This is an optimization exercise on Yosys and OpenROAD, whose aim is small area, not a production implementation. In this exercise RTL edits were held to simulation tests only and were not proved equivalent to the original. Power is estimated from default activity; no workload was simulated.

Setup of alpha:
==> flow/design.v (excerpt) <==
module error_correction # (
    parameter puf_sig_length     = 256,
    parameter ipid_N             = 16
)
(
    input                                clk,
    input                                rst_n,
    input        [1:0]                   pcm_instruction,
    input        [puf_sig_length-1:0]    pcm_puf_in,
    input                                pcm_puf_in_valid,
    input        [$clog2(ipid_N)-1:0]    pcm_ipid_number,
    output logic [puf_sig_length-1:0]    pcm_puf_out,
    output logic                         pcm_puf_out_valid,
    output logic                         pcm_S_c  
);
Size: roughly 5900 cells after synthesis, ~520 I/O pins, about 68000 µm² of cells after synthesis.
clock: 5.0 ns
lec_check: 0
cap_margin: 20
core_margin: 2
core_utilization: 65
place_density: 0.9
slew_margin: 20
synth_hierarchical: 1
synth_minimum_keep_size: 0
standard.sh (not shown) runs the stock make flow with config.mk's settings and CLKGATE_MAP_FILE= SYNTH_SCRIPT=/design/flow/synth_recipe.tcl, a recipe that flattens the netlist after the stock synthesis.
==> flow/flow/run.sh <==
#!/bin/bash
# The standard layout (standard.sh), with three changes:
#  - synthesis maps the logic with an area-oriented ABC script (flow/area.abc);
#    everything else in synthesis, and so every register, is as in synth_recipe.tcl
#  - the port buffers use the smallest buffer cell
#  - CTS uses small clock buffers and no dummy loads
#  - no setup repair at floorplan (the netlist has no buffers to remove)
# Each tool's output is in flow_make.log here and in orfs/logs/.
set -euo pipefail
here=$(pwd)
{
  echo '# synth_recipe.tcl with the ABC script replaced'
  echo 'proc abc {args} {'
  echo '  set i [lsearch -exact $args -script]'
  echo "  if { \$i >= 0 } { set args [lreplace \$args [expr {\$i + 1}] [expr {\$i + 1}] $here/flow/area.abc] }"
  echo '  yosys abc {*}$args'
  echo '}'
  cat synth_recipe.tcl
} > my_synth.tcl
sed -e "s#SYNTH_SCRIPT=[^ ]*#SYNTH_SCRIPT=$here/my_synth.tcl#" standard.sh > my_standard.sh
grep -q "SYNTH_SCRIPT=$here/my_synth.tcl" my_standard.sh
export BUFFER_PORTS_ARGS="-buffer_cell sky130_fd_sc_hd__buf_1"
export CTS_ARGS="-sink_clustering_enable -repair_clock_nets -buf_list sky130_fd_sc_hd__clkbuf_4 -sink_clustering_size 9 -sink_clustering_max_diameter 40 -dont_use_dummy_load"
export REMOVE_ABC_BUFFERS=1
export GPL_KEEP_OVERFLOW=0.3
bash my_standard.sh > flow_make.log 2>&1
==> flow/flow/area.abc <==
strash
&get -n
&fraig -x
&put
dc2
strash
&get -n
&dch -f
&nf -R 1000 -p
&put
Edits applied to the flow inputs when going from alpha to beta:
-- flow/flow/run.sh --
<<< alpha, line 24
export REMOVE_ABC_BUFFERS=1
export GPL_KEEP_OVERFLOW=0.3
bash my_standard.sh > flow_make.log 2>&1
>>> beta, line 24
export REMOVE_ABC_BUFFERS=1
bash my_standard.sh > flow_make.log 2>&1
Results
- When the final numbers for alpha and beta were put side by side, the count of clock buffers in the final design turned out to be greater in alpha.
- alpha → beta: number of non-clock buffers shows a reduction of 3.9%; transition at the pin with the smallest max-transition slack saw an increase.
- | arrival time of data at the critical path endpoint | lower: beta |
- Measured against each other, alpha and beta differ in design area, the higher figure coming from alpha.
- Total wire length improves in beta relative to alpha.
- Proportion of power drawn by the clock network delta (alpha -> beta): insignificant
- Summary of beta over alpha: final cell count without fillers saw a decrease, number of fill cells in the layout moved up, worst-case clock skew up 0.024 ns.
- | detail-routed via count per cell | lower: beta |
Here is what was changed in the inputs of gamma compared with beta.
-- flow/flow/run.sh --
<<< beta, line 22
export BUFFER_PORTS_ARGS="-buffer_cell sky130_fd_sc_hd__buf_1"
export CTS_ARGS="-sink_clustering_enable -repair_clock_nets -buf_list sky130_fd_sc_hd__clkbuf_4 -sink_clustering_size 9 -sink_clustering_max_diameter 40 -dont_use_dummy_load"
export REMOVE_ABC_BUFFERS=1
>>> gamma, line 22
export BUFFER_PORTS_ARGS="-buffer_cell sky130_fd_sc_hd__buf_1"
export CTS_ARGS="-sink_clustering_enable -repair_clock_nets -buf_list sky130_fd_sc_hd__clkbuf_4 -sink_clustering_size 10 -sink_clustering_max_diameter 50 -dont_use_dummy_load"
export REMOVE_ABC_BUFFERS=1
==> comparison <==
gamma ends up with lower layout-stage area growth over the synthesis result than beta does.
| final non-filler cell total | lower: gamma |
Clock-buffer cell count (gamma over beta): decrease, about 13%
As far as count of buffering cells on the critical path with inverters included goes, gamma and beta are indistinguishable; the numbers are identical.
Compared with beta, routed wire length in gamma decreased slightly.
Global-route usage for gamma is lower than for beta.
On gamma: part of the total power dissipated in combinational logic is 0.3 points higher than what beta gave.
gamma ended up with a lower part of the power in the clock network than beta did.
Met2 track demand over resource: gamma vs beta — no meaningful difference

==> port drivers added, routing unchanged <==
How much do the figures lean on ideal ports? The routed layouts below were timed once more, with nothing changed but the port constraints. Step 1, drivers: a clkbuf_16 drives clk and a buf_2 each remaining input, both assumed. Step 2 moves the port delays by t, midway between the first and last clock arrival at a register: inputs arrive t later, outputs are due t later. That takes back most of the time a late clock gives input paths. a / b / c = ideal / step 1 / step 2; a / b = the first two.
run	shift t [ns]	slack for setup (ns)	worst setup path at the end	clock arrival spread, ns
alpha	1.232	1.297 / 1.297 / 0.188	input to register	0.162 / 0.161
beta	1.289	1.334 / 1.328 / 0.039	input to register	0.200 / 0.200
gamma	1.216	1.241 / 1.264 / 0.047	input to register	0.163 / 0.163
After both steps setup and hold are still met in every run listed. For beta, which loses most, drivers alone change the setup slack by -0.006 ns; drivers and shift together by -1.295 ns.
